Background: an optimization exercise with open tools, aiming at small area, a short achievable clock period and few clock cycles per item. Do not read the settings as production practice. In this exercise RTL edits were held to simulation tests only and were not proved equivalent to the original.

==> 05-17: inputs <==
## ray_triangle_unit
module ray_triangle_unit #(
    parameter int FP_W    = 32,
    parameter int FP_FRAC = 16
) (
    clk,
    rst,
    req_valid,
    req_ready,
    req_ray,
    req_tri,
    resp_valid,
    resp_ready,
    resp_hit,
    resp_t_hit
);
clock: 350.0 ns
lec_check: 0
abc_area: 1
cap_margin: 20
core_margin: 2
core_utilization: 55
place_density: 0.65
slew_margin: 20
standard.sh (not shown) runs the stock make flow with config.mk's settings and CLKGATE_MAP_FILE= SYNTH_SCRIPT=/design/flow/synth_recipe.tcl, a recipe that flattens the netlist after the stock synthesis.
==> flow/flow/run.sh <==
#!/bin/bash
set -euo pipefail
W=$(pwd)
F="$W/flow"
export RT_MAP_FILE="$F/rt_map.v"
export RT_ABC_SCRIPT="$F/rt_abc.script"
{
  cat <<'EOS'
set ::rt_mapped 0
proc synth {args} {
  if {!$::rt_mapped} {
    yosys techmap -map $::env(RT_MAP_FILE)
    set ::rt_mapped 1
  }
  yosys synth -nofsm -noshare {*}$args
}
proc abc {args} {
  set i [lsearch -exact $args -script]
  if {$i >= 0} {
    set args [lreplace $args [expr {$i + 1}] [expr {$i + 1}] $::env(RT_ABC_SCRIPT)]
  }
  yosys abc {*}$args
}
EOS
  tail -n +2 synth_recipe.tcl
} > rt_synth.tcl
sed 's#synth_recipe\.tcl#rt_synth.tcl#g' standard.sh > rt_standard.sh
grep -q 'rt_synth\.tcl' rt_standard.sh
bash rt_standard.sh > rt_flow.log 2>&1
==> flow/flow/rt_abc.script <==
strash; dch; amap; topo
==> flow/flow/rt_map.v <==
module rt_fa(input a, input b, input c, output s, output co);
  sky130_fd_sc_hd__fa_1 _TECHMAP_REPLACE_ (.A(a), .B(b), .CIN(c), .SUM(s), .COUT(co));
endmodule
module rt_ha(input a, input b, output s, output co);
  sky130_fd_sc_hd__ha_1 _TECHMAP_REPLACE_ (.A(a), .B(b), .SUM(s), .COUT(co));
endmodule
==> 07-04: changes against 05-17 <==
==> flow/run.sh (new file) <==
#!/bin/bash
# synth_recipe.tcl (not shown) runs the flow's synth.tcl, then flattens the netlist and writes it again
# the make line also repeats each setting of config.mk as NAME=value (left out here)
make -C /OpenROAD-flow-scripts/flow DESIGN_CONFIG=/design/flow/config.mk WORK_HOME=/design/flow/orfs CLKGATE_MAP_FILE= SYNTH_SCRIPT=/design/flow/synth_recipe.tcl finish
--- a/flow/config.mk
+++ b/flow/config.mk
@@ -8,6 +8,5 @@
 export ABC_AREA = 1
 export CAP_MARGIN = 20
 export CORE_MARGIN = 2
-export CORE_UTILIZATION = 55
-export PLACE_DENSITY = 0.65
+export CORE_UTILIZATION = 40
 export SLEW_MARGIN = 20
removed: flow/flow/run.sh
removed: flow/flow/rt_abc.script
removed: flow/flow/rt_map.v
removed: flow/standard.sh
==> qor summary <==
	05-17	07-04
Outcome	stopped before the end	stopped before the end
Stage where the flow stopped	global routing (5_1_grt)	global routing (5_1_grt)
Die Span X	904.4 um	1140 um
Fraction of post-synthesis cell area in the top cell type by area	58.53%	48.05%
Sequential-to-total area share from yosys stat	8.208%	7.089%
XOR/XNOR Fraction of Synth Area	0.005892%	0.8278%
Die height	904.4 um	1140 um
Pre-CTS setup slack	277.05 ns	276.55 ns
Post-synthesis average cell area	13.67 um^2	8.891 um^2
Fraction of the mapped netlist area in simple logic gates	2.034%	7.733%
Most frequent cell after synthesis	fa_1	fa_1
Gates resized, CTS repair	0	0
Effective utilization at floorplan	55.22%	40.08%
I/O pin cnt	679	679
Cell area after technology mapping	445900 um^2	516300 um^2
Number of unique standard cell types used by synthesis	44	57
Row cnt	330	417
Clock buffer count from CTS	175	201
Adder-cell share of the synthesized area	59.99%	50.23%
Count of hold-fix buffers inserted at cts	0	0
Compound-Gate Fraction of Synth Area	27.92%	23.33%
Cell count after synthesis	32610	58070
Multiplexer share of the synthesized area	0%	0.1609%
HPWL after DPL	2453000 um	3545000 um
Placer congestion estimate	1.398	1.316
Cell total after placement	47040	72870
Worst-case clock buffer depth	4	5
Placed inst area	495900 um^2	552700 um^2
Testbench counts of 05-17, summed over its fixed seeds: cycles 8,048, items 8,000.
Testbench counts of 07-04, summed over its fixed seeds: cycles 8,048, items 8,000.
